Source: an optimization exercise on an open RTL-to-GDS flow (aim: small area). Production flows keep margins and buffers that such runs may drop.
In this exercise RTL edits were held to simulation tests only and were not proved equivalent to the original.
The flow treats the clock pin as an ideal source. Dropping or thinning the clock tree relies on that and would not hold on a real chip.

## parser_wrapper
module parser_wrapper #(
  parameter C_BUS_DATA_WIDTH = 512                 ,
  parameter C_BUS_KEEP_WIDTH = (C_BUS_DATA_WIDTH/8)
) (
  input  wire                        CLK              ,
  input  wire                        RST_N            ,
  input  wire [C_BUS_DATA_WIDTH-1:0] IN_PACKET_TDATA  ,
  output wire                        IN_PACKET_TREADY ,
  input  wire                        IN_PACKET_TVALID ,
  input  wire                        IN_PACKET_TLAST  ,
  input  wire [C_BUS_KEEP_WIDTH-1:0] IN_PACKET_TKEEP  ,
  output wire [C_BUS_DATA_WIDTH-1:0] OUT_PACKET_TDATA ,
  input  wire                        OUT_PACKET_TREADY,
  output wire                        OUT_PACKET_TVALID,
  output wire                        OUT_PACKET_TLAST ,
  output wire [C_BUS_KEEP_WIDTH-1:0] OUT_PACKET_TKEEP ,
  output wire                        RULE_TDATA       ,
  output wire                        RULE_TVALID
);
  assign OUT_PACKET_TDATA  = IN_PACKET_TDATA;
  assign IN_PACKET_TREADY  = OUT_PACKET_TREADY;
  assign OUT_PACKET_TVALID = IN_PACKET_TVALID;
  assign OUT_PACKET_TLAST  = IN_PACKET_TLAST;
  assign OUT_PACKET_TKEEP  = IN_PACKET_TKEEP;
  wire [511:0] d = IN_PACKET_TDATA;
  wire         L = IN_PACKET_TLAST;
  reg       s1, s0;
  reg [2:0] off;         
  reg       pend_valid, pend_rule;
  reg       rule_valid, rule;
  assign RULE_TDATA  = rule;
  assign RULE_TVALID = rule_valid;
  wire e1, e2, e3, e4, e5, le, n34, n36, p443, ne, not_cand;
  ch_nor4    u_e1 (.a(d[96]),  .b(d[97]),  .c(d[98]),  .d(d[100]), .y(e1));
  ch_nor4    u_e2 (.a(d[101]), .b(d[102]), .c(d[103]), .d(d[104]), .y(e2));
  ch_nor4    u_e3 (.a(d[105]), .b(d[106]), .c(d[107]), .d(d[108]), .y(e3));
  ch_nor4    u_e4 (.a(d[109]), .b(d[110]), .c(d[111]), .d(d[184]), .y(e4));
  ...
clock: 5.0 ns
lec_check: 0
cap_margin: 20
core_area: 5 5 435 435
die_area: 0 0 440 440
place_density: 0.4
slew_margin: 20
synth_hierarchical: 1
synth_minimum_keep_size: 0
standard.sh (not shown) runs the stock make flow with config.mk's settings and CLKGATE_MAP_FILE= SYNTH_SCRIPT=/design/flow/synth_recipe.tcl, a recipe that flattens the netlist after the stock synthesis.
==> flow/flow/run.sh <==
#!/bin/bash
# The standard layout with three changes:
#  - ports are buffered with the smallest buffer (buffer_ports -buffer_cell);
#  - after the floorplan, combinational cells are swapped for the smallest
#    cell of their family (flow/downsize.tcl); later repair sizes up as needed;
#  - the clock tree is one clkbuf_4 (flow/cts_post.tcl);
#  - the ports the logic uses are on one edge (flow/pins.tcl).
# Each step's output goes to a log of its own in this folder.
set -euo pipefail
export RESULTS=$PWD/orfs/results/$FLOW_PLATFORM/parser_wrapper/base
ARGS=(
  "POST_CTS_TCL=$PWD/flow/cts_post.tcl"
  "PRE_IO_PLACEMENT_TCL=$PWD/flow/pins.tcl"
  "BUFFER_PORTS_ARGS=-buffer_cell sky130_fd_sc_hd__buf_1"
  "CTS_ARGS=-sink_clustering_enable -repair_clock_nets -buf_list sky130_fd_sc_hd__clkbuf_4 -sink_clustering_size 30 -sink_clustering_max_diameter 200 -dont_use_dummy_load"
)
bash standard.sh "${ARGS[@]}" floorplan > flow_floorplan.log 2>&1
openroad -no_init -exit flow/downsize.tcl > flow_downsize.log 2>&1
bash standard.sh "${ARGS[@]}" finish > flow_finish.log 2>&1
Other scripts of this flow, unchanged in this note and not shown: flow/flow/cts_post.tcl, flow/flow/downsize.tcl, flow/flow/pins.tcl
Change:
--- a/flow/flow/run.sh
+++ b/flow/flow/run.sh
@@ -1,4 +1,4 @@
 #!/bin/bash
-# The standard layout with three changes:
+# The standard layout with these changes:
 #  - ports are buffered with the smallest buffer (buffer_ports -buffer_cell);
 #  - after the floorplan, combinational cells are swapped for the smallest
- final area does not change
- non-clock buffer count is unchanged
- clock-buffer cell count is unchanged

==> separate check: timing with driven ports <==
The flow's constraints put no driver on any port. The routed layouts listed below were extracted and timed again, unchanged, in two steps.
Step 1 assumes that a clkbuf_16 drives the clock port and a buf_2 every other input.
Step 2 times the ports against the registers' clock, not the clock port: input delays grow and output delays shrink by t, the midpoint of the rising clock arrivals with the driver on.
a / b / c = no drivers / after step 1 / after step 2; a / b = the first two.
| run | t (ns) | setup WS [ns] | slew at the worst register clock pin (ns) |
|---|---|---|---|
| the first run | 0.196 | 2.154 / 2.125 / 2.026 | 0.10 / 0.10 |
| the second run | 0.196 | 2.154 / 2.125 / 2.026 | 0.10 / 0.10 |
After both steps every run listed still meets setup and hold.
